Context: an optimization exercise on an open-source flow, tuned for small area, a short achievable clock period and few clock cycles. The choices shown serve that exercise and are no tape-out recipe.
At most, simulation tests tie the RTL to the original design; equivalence was not proved.
Power is estimated from default activity; no workload was simulated.

// reuleaux
module reuleaux(input logic clk, input logic rst_n, input logic [2:0] colour,
                input logic [7:0] centre_x, input logic [6:0] centre_y, input logic [7:0] diameter,
                input logic start, output logic done,
                output logic [7:0] vga_x, output logic [6:0] vga_y,
                output logic [2:0] vga_colour, output logic vga_plot);
function automatic logic [6:0] q1f(input logic [7:0] d);
    q1f[0] = 256'hf1e3c70c78f1e3c78e1c3870e1c3870e1c78f1e3c78f1e3c70e1c3870e1c3870 >> d;
    q1f[1] = 256'hfe03f8007f01fc07f01fc07f01fc07f01f80fe03f80fe03f80fe03f80fe03f80 >> d;
    q1f[2] = 256'hfffc00007ffe0007ffe0007ffe0007ffe000fffc000fffc000fffc000fffc000 >> d;
    q1f[3] = 256'h000000007ffffff80000007ffffff8000000fffffff0000000fffffff0000000 >> d;
    q1f[4] = 256'h000000007fffffffffffff80000000000000ffffffffffffff00000000000000 >> d;
    q1f[5] = 256'h000000007fffffffffffffffffffffffffff0000000000000000000000000000 >> d;
    q1f[6] = 256'h0000000f80000000000000000000000000000000000000000000000000000000 >> d;
endfunction
function automatic logic [6:0] q3f(input logic [7:0] d);
    q3f[0] = 256'h4c9b3669b366cd93264c9b366cd93264c9b24c9b366cd93264c9b366cd93264c >> d;
    q3f[1] = 256'h70e3c781c3870e1c3870e3c78f1e3c78f1c070e3c78f1e3c78f1c3870e1c3870 >> d;
  ...
Size: about 1300 cells after synthesis, about 110 flip-flops.
clock: 20.0 ns
lec_check: 0
cap_margin: 20
core_margin: 2
core_utilization: 40
slew_margin: 20
run.sh (not shown) runs the stock make flow with config.mk's settings and CLKGATE_MAP_FILE= SYNTH_SCRIPT=/design/flow/synth_recipe.tcl, a recipe that flattens the netlist after the stock synthesis.
Testbench counts at the start, summed over its fixed seeds: cycles 15,574.
Next try:
CAP_MARGIN = 50   (was 20)
SLEW_MARGIN = 70   (was 20)
Effect: Fmax is higher by 15%. Wire length hardly moves. Die area stays the same. Cell count grows by 0.84%. Synthesized area is unchanged. Global-route usage hardly moves.
Next try:
ABC_CLOCK_PERIOD_IN_PS = 4000   (was default)
CAP_MARGIN = 20   (was 50)
SLEW_MARGIN = 20   (was 70)
After rerunning:
- clock power came out higher by a few percent
- final area is lower by a few percent
- cell count fell slightly
- wire length is about the same
- core utilization goes down by 1.1 points
Next try:
ABC_AREA = 1   (was default)
ABC_CLOCK_PERIOD_IN_PS = default   (was 4000)
What happened:
- count of clock-buffer cells in the layout went down by 2
- worst setup slack improved by 0.75 ns
- critical path depth went down by 9
- combinational power went up by 21%
- clock skew went up by 0.010 ns
- via count went up by 3.3%
- final cell count went up by 9.2%
- power went up by 14%
- worst hold slack got worse by 0.048 ns


Another version of the RTL of reuleaux (not shown whole).
For scale: ~1000 cells after synthesis, ~8400 sq um of cells after synthesis.
Settings: LEC_CHECK=0, ABC_AREA=1, CAP_MARGIN=20, CORE_MARGIN=2, CORE_UTILIZATION=40, SLEW_MARGIN=20; clock period 20.0 ns.
standard.sh (not shown) runs the stock make flow with config.mk's settings and CLKGATE_MAP_FILE= SYNTH_SCRIPT=/design/flow/synth_recipe.tcl, a recipe that flattens the netlist after the stock synthesis.
==> flow/flow/run.sh <==
#!/bin/bash
# Own layout flow. Steps:
#  1. the standard synthesis (standard.sh synth), unchanged;
#  2. the combinational logic of that netlist re-mapped by ABC with a
#     stronger script (flow/resyn.tcl, flow/resyn.abc); every register stays
#     the same instance, with the same name and cell type;
#  3. the standard ORFS flow from floorplan to finish (standard.sh), with
#     sky130_fd_sc_hd__buf_2 as the buffer ORFS puts on every port.
# Each tool's output goes to a log file in this folder.
set -euo pipefail
here=$(pwd)
export BUFFER_PORTS_ARGS="-buffer_cell sky130_fd_sc_hd__buf_2"
bash standard.sh synth > "$here/standard_synth.log" 2>&1
R=$here/orfs/results/$FLOW_PLATFORM/reuleaux/base
L=$here/orfs/logs/$FLOW_PLATFORM/reuleaux/base
cp "$R/1_2_yosys.v" "$here/standard_1_2_yosys.v"
YOSYS=$FLOW_HOME/../tools/install/yosys/bin/yosys
[ -x "$YOSYS" ] || YOSYS=yosys
export RS_LIB=$FLOW_HOME/platforms/$FLOW_PLATFORM/lib/sky130_fd_sc_hd__tt_025C_1v80.lib
export RS_IN=$here/standard_1_2_yosys.v
export RS_OUT=$here/resyn_1_2_yosys.v
export RS_STAT=$here/resyn_stat.txt
export RS_ABC=$here/flow/resyn.abc
RS_DONT_USE="$(grep -o -- '-dont_use [A-Za-z0-9_]*' "$L/1_2_yosys.log" | awk '{print $2}' | sort -u | tr '\n' ' ')"
export RS_DONT_USE
"$YOSYS" -l "$here/resyn.log" -c "$here/flow/resyn.tcl" > /dev/null
cp "$RS_OUT" "$R/1_2_yosys.v"
rm -f "$R/1_synth.odb" "$R/1_synth.sdc"
bash standard.sh > "$here/standard_finish.log" 2>&1
==> flow/flow/resyn.abc <==
# ABC script used by resyn.tcl: deep AIG optimisation, then delay-aware
# mapping with strong area recovery, and downsizing.
strash
&get -n
&deepsyn -T 60
&nf -R 1000
&put
topo
stime -c
dnsize -c
Other scripts of this flow, unchanged in this note and not shown: flow/flow/resyn.tcl
The baseline produced a clean layout.
Testbench counts at the start, summed over its fixed seeds: cycles 14,257.
Then changed:
==> flow/flow/resyn.abc (replaced) <==
# ABC script used by resyn.tcl: deep AIG optimisation, choice computation,
# area-oriented mapping, then ABC's usual buffering and sizing against the
# delay target (as at the end of ORFS abc_speed).
strash
&get -n
&deepsyn -T 60
&put
dch -f
amap
buffer -c
topo
stime -c
upsize -c
dnsize -c
What happened: The changed run produced a clean layout; via count rose by about a fifth; register-to-register slack is better by 80 ps; synthesized area fell by a few percent; sequential cell count stays the same; wire length rose by roughly a tenth; clock-buffer cell count fell by 1; core utilization fell by 0.25 points; die area fell by a few percent.
Then changed:
==> flow/flow/resyn.abc (replaced) <==
# ABC script used by resyn.tcl: deep AIG optimisation, then delay-aware
# mapping with area recovery and ABC's usual sizing (as in ORFS abc_speed).
strash
&get -n
&deepsyn -T 60
&nf
&put
buffer -c
topo
stime -c
upsize -c
dnsize -c
--- a/flow/config.mk
+++ b/flow/config.mk
@@ -10,3 +10,4 @@
 export CORE_MARGIN = 2
 export CORE_UTILIZATION = 40
+export CTS_BUF_LIST = sky130_fd_sc_hd__clkbuf_8 sky130_fd_sc_hd__clkbuf_16
 export SLEW_MARGIN = 20
After rerunning:
- The new run produced a clean layout
- combinational power is higher by 26%
- design area is higher by 6.7%
- worst setup slack gains 250 ps
- register-to-register slack gains 650 ps
- clock skew stays flat
- power is higher by 18%
- flip-flop and latch count does not change
- worst hold slack hardly moves
Then changed:
==> flow/flow/resyn.abc (replaced) <==
# ABC script used by resyn.tcl: deep AIG optimisation, then delay-aware
# mapping (delay relaxed by 15% for area recovery) and ABC's usual sizing.
strash
&get -n
&deepsyn -T 60
&nf -R 15
&put
buffer -c
topo
stime -c
upsize -c
dnsize -c
--- a/flow/config.mk
+++ b/flow/config.mk
@@ -9,5 +9,5 @@
 export CAP_MARGIN = 20
 export CORE_MARGIN = 2
-export CORE_UTILIZATION = 40
-export CTS_BUF_LIST = sky130_fd_sc_hd__clkbuf_8 sky130_fd_sc_hd__clkbuf_16
+export CORE_UTILIZATION = 65
+export PLACE_DENSITY = 0.75
 export SLEW_MARGIN = 20
What happened:
- setup slack degrades by 40 ps
- sequential share of layout area went up by 0.57 points
- clock power stays flat
- design area is lower by 2.2%
- first-iteration DRC count rose by 20%


the baseline:
reuleaux, a different RTL version from the one above (not shown whole).
For scale: about 49 I/O pins, roughly 10,000 um^2 of cells after synthesis.
==> flow/design.v (excerpt) <==
module reuleaux(input logic clk, input logic rst_n, input logic [2:0] colour,
                input logic [7:0] centre_x, input logic [6:0] centre_y, input logic [7:0] diameter,
                input logic start, output logic done,
                output logic [7:0] vga_x, output logic [6:0] vga_y,
                output logic [2:0] vga_colour, output logic vga_plot);
Settings: LEC_CHECK=0, ABC_AREA=1, CAP_MARGIN=20, CORE_MARGIN=2, CORE_UTILIZATION=40, CTS_BUF_LIST=sky130_fd_sc_hd__clkbuf_8, SLEW_MARGIN=20; clock period 20.0 ns.
==> flow/flow/run.sh <==
#!/bin/bash
# The standard layout (the standard.sh: standard synthesis, then ORFS to
# finish), with one change: the buffers that ORFS puts on every input and
# output port are sky130_fd_sc_hd__buf_2 instead of the resizer's default pick.
set -euo pipefail
export BUFFER_PORTS_ARGS="-buffer_cell sky130_fd_sc_hd__buf_2"
bash standard.sh > standard.log 2>&1
[inputs] the candidate vs the baseline
diff --git a/flow/config.mk b/flow/config.mk
--- a/flow/config.mk
+++ b/flow/config.mk
@@ -11,3 +11,2 @@
 export CORE_UTILIZATION = 40
-export CTS_BUF_LIST = sky130_fd_sc_hd__clkbuf_8
 export SLEW_MARGIN = 20
Findings:
- Fmax ended up about 0.7% higher on the candidate than on the baseline.
- Sum of routed wire length over all layers: the baseline vs the candidate — no meaningful difference
- Taking the baseline as the reference, in the candidate power density over cell area rose by about 2.3%, total vias in the final route stayed essentially flat.
- Relative to the baseline, fraction of area in registers decreased by 0.38 points in the candidate.
- Global-route usage over all layers across the baseline and the candidate: no real change.
Function was not checked in any run of this note: the RTL went through the layout flow alone.


The RTL this note starts from:
==> flow/design.v <==
module reuleaux(input logic clk, input logic rst_n, input logic [2:0] colour,
                input logic [7:0] centre_x, input logic [6:0] centre_y, input logic [7:0] diameter,
                input logic start, output logic done,
                output logic [7:0] vga_x, output logic [6:0] vga_y,
                output logic [2:0] vga_colour, output logic vga_plot);
function automatic logic [6:0] e1f(input logic [7:0] d);
    e1f[0] = 256'h011337fc880113377eecc880113377feec880113377feecc80113377feecc880 >> d;
    e1f[1] = 256'h011337f0000113377fffffffeecc880000000113377fffffffeecc8800000000 >> d;
    e1f[2] = 256'h011337f0000113377ffffffffffffffffffffeecc88000000000000000000000 >> d;
    e1f[3] = 256'hfeecc80ffffeecc8800000000000000000000000000000000000000000000000 >> d;
    e1f[4] = 256'h0000000000000000000000000000000000000000000000000000000000000000 >> d;
    e1f[5] = 256'h0000000000000000000000000000000000000000000000000000000000000000 >> d;
    e1f[6] = 256'hfffffff000000000000000000000000000000000000000000000000000000000 >> d;
endfunction
function automatic logic [6:0] e3f(input logic [7:0] d);
    e3f[0] = 256'h7fa8faa58055015f157f57fa5feafea8fa818057055f15fe57fa7faafea0ea80 >> d;
    e3f[1] = 256'h8000000affaafea0ea80a800a00000000002ffa8faa0ea00a800800000000000 >> d;
    e3f[2] = 256'h0000000000000000000000000000000000000000000000000000000000000000 >> d;
    e3f[3] = 256'h0000000000000000000000000000000000000000000000000000000000000000 >> d;
    e3f[4] = 256'h0000000000000000000000000000000000000000000000000000000000000000 >> d;
    e3f[5] = 256'h0000000000000000000000000000000000000000000000000000000000000000 >> d;
    e3f[6] = 256'h0000000ffffffffffffffffffffffffffffc0000000000000000000000000000 >> d;
endfunction
function automatic logic [8:0] add8(input logic [7:0] a, input logic [7:0] b, input logic cin);
    logic c;
    logic [8:0] s;
    c = cin;
    for (int i = 0; i < 8; i++) begin
        s[i] = a[i] ^ b[i] ^ c;
        c    = (a[i] & b[i]) | (a[i] & c) | (b[i] & c);
    end
    s[8] = c;
    add8 = s;
endfunction
function automatic logic [8:0] sub8(input logic [7:0] a, input logic [7:0] b);
    sub8 = add8(a, ~b, 1'b1);
endfunction
function automatic logic ge8(input logic [7:0] a, input logic [7:0] b);
    logic c;
    c = 1'b1;
    for (int i = 0; i < 8; i++) c = (a[i] & ~b[i]) | (a[i] & c) | (~b[i] & c);
    ge8 = c;
endfunction
function automatic logic ge_sum(input logic [8:0] a, input logic [8:0] b, input logic [8:0] c,
                                input logic cin);
    logic [8:0] t, k;
    logic cy;
    t  = a ^ b ^ c;
    k  = (a & b) | (a & c) | (b & c);
    cy = (t[0] & cin);
    for (int i = 1; i < 9; i++) cy = (t[i] & k[i-1]) | (t[i] & cy) | (k[i-1] & cy);
    ge_sum = k[8] | cy;
endfunction
function automatic logic lt160(input logic [7:0] x);
    lt160 = !(x[7] && (x[6] || x[5]));
endfunction
localparam logic [1:0] S_IDLE = 2'd0, S_SETUP = 2'd1, S_RUN = 2'd2, S_DONE = 2'd3;
logic [1:0] st;
logic [7:0] cx_r, d_r;
logic [6:0] cy_r;
logic [7:0] x1r, x2r;             
logic       f1, f2;               
logic [6:0] y1r, y3r;             
logic [6:0] h;
logic [8:0] x1w, x2w;
assign h   = d_r[7:1];
assign x1w = add8(cx_r, {1'b0, h}, 1'b0);
assign x2w = sub8(cx_r, {1'b0, h});
logic f1_now;
assign f1_now = x2w[8];
always_ff @(posedge clk) begin
    cx_r       <= centre_x;
    cy_r       <= centre_y;
    d_r        <= diameter;
    vga_colour <= colour;
    x1r        <= x1w[7:0];
    x2r        <= x2w[7:0];
    f1         <= x2w[8];
    f2         <= !x1w[8];
    y1r        <= cy_r + {1'b0, d_r[7:2]} + e1f(d_r);
    y3r        <= cy_r - d_r[7:1] - {3'b0, d_r[7:4]} - e3f(d_r);
end
logic [7:0] ox;
logic [6:0] oy;
logic [8:0] crit;
logic       ph;                   
logic       swa;                  
logic       swp;                  
logic       wfin;                 
logic       dec;                  
logic [6:0] noy;
logic [7:0] nox;
logic [8:0] ncrit;
logic       ndec, nstop, nswa;
logic [7:0] oyx;
assign oyx = {1'b0, oy};
assign swp = (swa & ge8({1'b0, y1r}, ox)) | d_r[7] | (h == 7'd0);
always_comb begin
    noy   = oy + 7'd1;
    ndec  = !(crit[8] || crit == 9'd0);
    nox   = ndec ? ox - 8'd1 : ox;
    ncrit = crit + {1'b0, oy, 1'b1} - (ndec ? {ox, 1'b0} : 9'd0);
    nstop = ge8({1'b0, noy}, nox);
    if (!d_r[7] && h != 7'd0 && swa && ge8(oyx, {1'b0, y1r})) nstop = 1'b1;
    nswa = swa | d_r[7] | ge8({1'b0, noy}, {1'b0, h});
end
logic [7:0] p, q;
assign p = ph ? {1'b0, oy} : ox;
assign q = ph ? ox : {1'b0, oy};
logic [5:0] ev;
always_comb begin
    logic [8:0] s;
    logic wa, wb, q_le_h;
    logic a1, a2, a3p, a3m, u, tp, tm;
    logic [7:0] nh;
    nh      = ~{1'b0, h} + 8'd1;                  
    wa      = ge8(p, {1'b0, h}) & ge8({h, 1'b0}, p);
    wb      = ge8(p, {nh[6:0], 1'b0}) & ge8(nh, p);
    q_le_h  = ge8({1'b0, h}, q);
    s   = add8(x1r, p ^ {8{f2}}, f2);
    a1  = f1 & (f2 ? wa : wb) & lt160(s[7:0]);
    s   = add8(x2r, p ^ {8{!f1}}, !f1);
    a2  = f2 & (f1 ? wa : wb) & lt160(s[7:0]);
    s   = add8(cx_r, q, 1'b0); a3p = f1 & f2 & q_le_h & lt160(s[7:0]);
    s   = sub8(cx_r, q);       a3m = f1 & f2 & q_le_h & lt160(s[7:0]);
    u   = ge8({1'b0, y1r}, q) & (y1r[6:3] != 4'hf || q[7:3] != 5'd0 || q[2:0] > y1r[2:0]);
    s   = add8({1'b0, y3r}, p, 1'b0); tp = !s[8] & !s[7] & (s[6:0] < 7'd120) & ge8({1'b0, s[6:0]}, {1'b0, y1r});
    s   = sub8({1'b0, y3r}, p);       tm = s[8] & (s[6:0] < 7'd120) & ge8({1'b0, s[6:0]}, {1'b0, y1r});
    ev[0] = a1 & u;                             
    ev[1] = a2 & u & !(f1 & f2 & p == {1'b0, h});   
    ev[2] = a3p & tp;                           
    ev[3] = a3m & tp & (q != 8'd0);             
    ev[4] = a3m & tm & (q != 8'd0);             
    ev[5] = a3p & tm;                           
end
logic [5:0] mask, pick, rem;
logic       mph, madv;            
assign pick = {mask[5] & ~|mask[4:0], mask[4] & ~|mask[3:0], mask[3] & ~|mask[2:0],
               mask[2] & ~|mask[1:0], mask[1] & ~mask[0], mask[0]};
assign rem  = mask & ~pick;
logic [7:0] pox;
logic [6:0] poy;
assign pox = ox + {7'd0, madv & dec};
assign poy = oy - {6'd0, madv};
logic a12, selx1, xsub, sely3, ysub;
assign a12   = |pick[1:0];
assign selx1 = pick[0];
assign xsub  = (pick[0] & f2) | (pick[1] & !f1) | pick[3] | pick[4];
assign sely3 = ~a12;
assign ysub  = a12 | pick[4] | pick[5];
logic [7:0] px_c, px_o, py_o;
logic [6:0] py_c;
logic [8:0] pxs, pys;
always_comb begin
    px_c = selx1 ? x1r : pick[1] ? x2r : cx_r;
    px_o = (a12 ^ mph) ? pox : {1'b0, poy};
    py_c = sely3 ? y3r : y1r;
    py_o = (a12 ^ mph) ? {1'b0, poy} : pox;
    pxs  = {1'b0, px_c} + {1'b0, px_o ^ {8{xsub}}} + {8'd0, xsub};
    pys  = {2'b0, py_c} + {1'b0, py_o ^ {8{ysub}}} + {8'd0, ysub};
end
logic load, adv;
assign load = (rem == 6'd0) && !wfin;
assign adv  = ph || !swp;
always_ff @(posedge clk) begin
    vga_x <= pxs[7:0];
    vga_y <= pys[6:0];
    if (!rst_n) begin
        st       <= S_IDLE;
        done     <= 1'b0;
        vga_plot <= 1'b0;
        mask     <= 6'd0;
        wfin     <= 1'b1;
    end else begin
        case (st)
        S_IDLE: begin
            vga_plot <= 1'b0;
            mask     <= 6'd0;
            wfin     <= 1'b1;
            if (start) st <= S_SETUP;
        end
        S_SETUP: begin
            if (!f1_now && !d_r[7]) begin
                st   <= S_DONE;
                done <= 1'b1;
            end else begin
                st   <= S_RUN;
                wfin <= 1'b0;
            end
        end
        S_RUN: begin
            vga_plot <= |mask;
            if (load) begin
                mask <= ev;
                if (adv) wfin <= nstop;
            end else begin
                mask <= rem;
            end
            if (wfin && mask == 6'd0) begin
                st   <= S_DONE;
                done <= 1'b1;
            end
        end
        S_DONE: begin
            vga_plot <= 1'b0;
            if (!start) begin
                st   <= S_IDLE;
                done <= 1'b0;
            end
        end
        endcase
    end
end
always_ff @(posedge clk) begin
    if (st == S_SETUP) begin
        ox   <= d_r;
        oy   <= 7'd0;
        crit <= 9'd1 - {1'b0, d_r};
        ph   <= 1'b0;
        swa  <= d_r[7] || d_r[7:1] == 7'd0;
    end else if (load) begin
        mph  <= ph;
        madv <= adv;
        if (adv) begin
            ox   <= nox;
            oy   <= noy;
            crit <= ncrit;
            dec  <= ndec;
            swa  <= nswa;
            ph   <= 1'b0;
        end else begin
            ph   <= 1'b1;
        end
    end
end
endmodule
==> flow/config.mk <==
export PLATFORM = sky130hd
export DESIGN_NAME = reuleaux
export DESIGN_NICKNAME = reuleaux
export VERILOG_FILES = /design/flow/design.v
export SDC_FILE = /design/flow/constraint.sdc
export NUM_CORES = 4
export LEC_CHECK = 0
export ABC_AREA = 1
export CAP_MARGIN = 20
export CORE_MARGIN = 2
export CORE_UTILIZATION = 40
export SLEW_MARGIN = 20
==> flow/constraint.sdc <==
create_clock -name core_clock -period 20.0 [get_ports {clk}]
set_input_delay 4.0000 -clock core_clock [delete_from_list [all_inputs] [get_ports {clk}]]
set_output_delay 4.0000 -clock core_clock [all_outputs]
set_load 0.01 [all_outputs]
==> flow/flow/run.sh <==
#!/bin/bash
# Own layout flow. Steps:
#  1. the standard synthesis (standard.sh synth), unchanged;
#  2. the combinational logic of that netlist re-mapped by ABC with a
#     stronger script (flow/resyn.tcl, flow/resyn.abc); every register stays
#     the same instance, with the same name and cell type;
#  3. the standard ORFS flow from floorplan to finish (standard.sh), with
#     sky130_fd_sc_hd__buf_2 as the buffer ORFS puts on every port.
# Each tool's output goes to a log file in this folder.
set -euo pipefail
here=$(pwd)
export BUFFER_PORTS_ARGS="-buffer_cell sky130_fd_sc_hd__buf_2"
bash standard.sh synth > "$here/standard_synth.log" 2>&1
R=$here/orfs/results/$FLOW_PLATFORM/reuleaux/base
L=$here/orfs/logs/$FLOW_PLATFORM/reuleaux/base
cp "$R/1_2_yosys.v" "$here/standard_1_2_yosys.v"
YOSYS=$FLOW_HOME/../tools/install/yosys/bin/yosys
[ -x "$YOSYS" ] || YOSYS=yosys
export RS_LIB=$FLOW_HOME/platforms/$FLOW_PLATFORM/lib/sky130_fd_sc_hd__tt_025C_1v80.lib
export RS_IN=$here/standard_1_2_yosys.v
export RS_OUT=$here/resyn_1_2_yosys.v
export RS_STAT=$here/resyn_stat.txt
export RS_ABC=$here/flow/resyn.abc
RS_DONT_USE="$(grep -o -- '-dont_use [A-Za-z0-9_]*' "$L/1_2_yosys.log" | awk '{print $2}' | sort -u | tr '\n' ' ')"
export RS_DONT_USE
"$YOSYS" -l "$here/resyn.log" -c "$here/flow/resyn.tcl" > /dev/null
cp "$RS_OUT" "$R/1_2_yosys.v"
rm -f "$R/1_synth.odb" "$R/1_synth.sdc"
bash standard.sh > "$here/standard_finish.log" 2>&1
==> flow/flow/resyn.abc <==
# ABC script used by resyn.tcl: deep AIG optimisation, then delay-aware
# mapping (delay relaxed by 40% for area recovery) and ABC's usual sizing.
strash
&get -n
&deepsyn -T 60
&nf -R 40
&put
buffer -c
topo
stime -c
upsize -c
dnsize -c
Other scripts of this flow, unchanged in this note and not shown: flow/flow/resyn.tcl
The baseline finished with timing, DRC and antenna clean.
Testbench counts at the start, summed over its fixed seeds: cycles 14,257.
Then changed:
==> flow/flow/resyn.abc (replaced) <==
# ABC script used by resyn.tcl: deep AIG optimisation, choice computation,
# area-oriented mapping, then ABC's usual buffering and sizing against the
# delay target (as at the end of ORFS abc_speed).
strash
&get -n
&deepsyn -T 60
&put
dch -f
amap
buffer -c
topo
stime -c
upsize -c
dnsize -c
Settings changed: CTS_BUF_LIST set to sky130_fd_sc_hd__clkbuf_8.
After rerunning: The new run produced a clean layout. Clock skew is higher by 4.1 ps. Cell count is higher by about 12%. Worst hold slack gains 32 ps. Utilization is lower by 0.77 points. Sequential share of layout area is higher by 1.6 points. Die area is lower by 4.8%. Power is lower by 17%. Cell area is lower by about 6%.
Then changed:
==> flow/flow/resyn.abc (replaced) <==
# ABC script used by resyn.tcl: deep AIG optimisation, then delay-aware
# mapping (delay relaxed by 25% for area recovery) and ABC's usual sizing.
strash
&get -n
&deepsyn -T 60
&nf -R 25
&put
buffer -c
topo
stime -c
upsize -c
dnsize -c
Settings changed: CTS_BUF_LIST sky130_fd_sc_hd__clkbuf_8 to not set.
- worst setup slack improves by 310 ps
- synthesized area went up by 5.3%
- cell count went down by 10%
- flip-flop and latch count is unchanged
- clock-buffer cell count went up by 3
- power went up by 20%
- combinational power went up by 23%
- synthesized cell count went down by 14%
- sequential share of layout area went down by 1.7 points
Then changed:
==> flow/flow/resyn.abc (replaced) <==
# ABC script used by resyn.tcl: deep AIG optimisation, then delay-aware
# mapping with area recovery and ABC's usual sizing (as in ORFS abc_speed).
strash
&get -n
&deepsyn -T 60
&nf
&put
buffer -c
topo
stime -c
upsize -c
dnsize -c
=> The new run finished clean. Design area rose by about 1.1%. Cell count stays flat. Count of clock-buffer cells in the layout shrinks by 2. Total power went up by 2.1%. Via count grows by 2.4%. Setup slack gets worse by 3.5 ps. Routed wire length rises by about 5%. Synthesized area rose by about 1.1%. Die area is higher by 1.1%.
Then changed:
==> flow/flow/resyn.abc (replaced) <==
# ABC script used by resyn.tcl: deep AIG optimisation, then delay-aware
# mapping (delay relaxed by 30% for area recovery) and ABC's usual sizing.
strash
&get -n
&deepsyn -T 60
&nf -R 30
&put
buffer -c
topo
stime -c
upsize -c
dnsize -c
- The new run produced a clean layout
- maximum frequency shrinks by 4.8%
- final area shrinks by 1.7%
- setup slack loses 240 ps
Then changed:
==> flow/flow/resyn.abc (replaced) <==
# ABC script used by resyn.tcl: deep AIG optimisation, then delay-aware
# mapping (delay relaxed by 15% for area recovery) and ABC's usual sizing.
strash
&get -n
&deepsyn -T 60
&nf -R 15
&put
buffer -c
topo
stime -c
upsize -c
dnsize -c
Power hardly moves.
Count of clock-buffer cells in the layout stays the same.
Worst setup slack improved by 240 ps.
Register-to-register slack improved by 380 ps.

## what the ideal ports hide
How much do the figures lean on ideal ports? The routed layouts below were timed once more, with nothing changed but the port constraints.
Step 1, drivers: a clkbuf_16 drives clk and a buf_2 each remaining input, both assumed.
Step 2 adds t to the input delays and takes it off the output delays; t is the mean of the earliest and latest rising clock arrival at the registers after step 1. Input paths then give back, and output paths get back, about the clock's delay inside the block.
Slacks: ideal ports / drivers / drivers and shift; pairs: ideal ports / drivers.
run | shift t [ns] | slack for setup (ns) | hold slack, ns | latest minus earliest clock arrival (ns) | worst register clock-pin slew, ns
the first run of note 1 | 0.405 | 13.998 / 13.998 / 13.998 | 0.496 / 0.496 / 0.496 | 0.008 / 0.008 | 0.08 / 0.08
the second run of note 1 | 0.399 | 14.773 / 14.731 / 14.517 | 0.502 / 0.502 / 0.502 | 0.012 / 0.012 | 0.08 / 0.08
the third run of note 1 | 0.405 | 13.998 / 13.998 / 13.998 | 0.496 / 0.496 / 0.496 | 0.008 / 0.008 | 0.08 / 0.08
the fourth run of note 1 | 0.407 | 14.750 / 14.705 / 14.814 | 0.448 / 0.448 / 0.448 | 0.018 / 0.019 | 0.09 / 0.09
the first run of note 2 | 0.404 | 14.839 / 14.839 / 14.839 | 0.500 / 0.500 / 0.500 | 0.013 / 0.014 | 0.08 / 0.08
the second run of note 2 | 0.417 | 14.921 / 14.921 / 14.921 | 0.492 / 0.492 / 0.492 | 0.008 / 0.008 | 0.08 / 0.08
the third run of note 2 | 0.402 | 15.173 / 15.129 / 15.408 | 0.489 / 0.489 / 0.489 | 0.010 / 0.010 | 0.08 / 0.08
the fourth run of note 2 | 0.406 | 15.133 / 15.127 / 15.133 | 0.484 / 0.484 / 0.484 | 0.010 / 0.011 | 0.09 / 0.09
the baseline | 0.484 | 15.086 / 15.045 / 15.118 | 0.451 / 0.451 / 0.451 | 0.014 / 0.014 | 0.08 / 0.08
the candidate | 0.470 | 15.119 / 15.071 / 15.105 | 0.448 / 0.448 / 0.448 | 0.014 / 0.015 | 0.06 / 0.06
the first run of note 4 | 0.408 | 14.979 / 14.979 / 14.979 | 0.467 / 0.467 / 0.467 | 0.008 / 0.008 | 0.08 / 0.08
the second run of note 4 | 0.447 | 14.871 / 14.871 / 14.871 | 0.500 / 0.500 / 0.500 | 0.012 / 0.012 | 0.12 / 0.12
the third run of note 4 | 0.401 | 15.177 / 15.131 / 15.422 | 0.482 / 0.482 / 0.482 | 0.011 / 0.011 | 0.08 / 0.08
the fourth run of note 4 | 0.402 | 15.173 / 15.129 / 15.408 | 0.489 / 0.489 / 0.489 | 0.010 / 0.010 | 0.08 / 0.08
the fifth run of note 4 | 0.410 | 14.931 / 14.931 / 14.931 | 0.484 / 0.484 / 0.484 | 0.018 / 0.017 | 0.09 / 0.09
the sixth run of note 4 | 0.408 | 15.173 / 15.127 / 15.312 | 0.479 / 0.479 / 0.479 | 0.010 / 0.010 | 0.08 / 0.08
After both steps setup and hold are still met in every run listed. For the second run of note 1, which loses most, drivers alone change the setup slack by -0.042 ns; drivers and shift together by -0.256 ns.
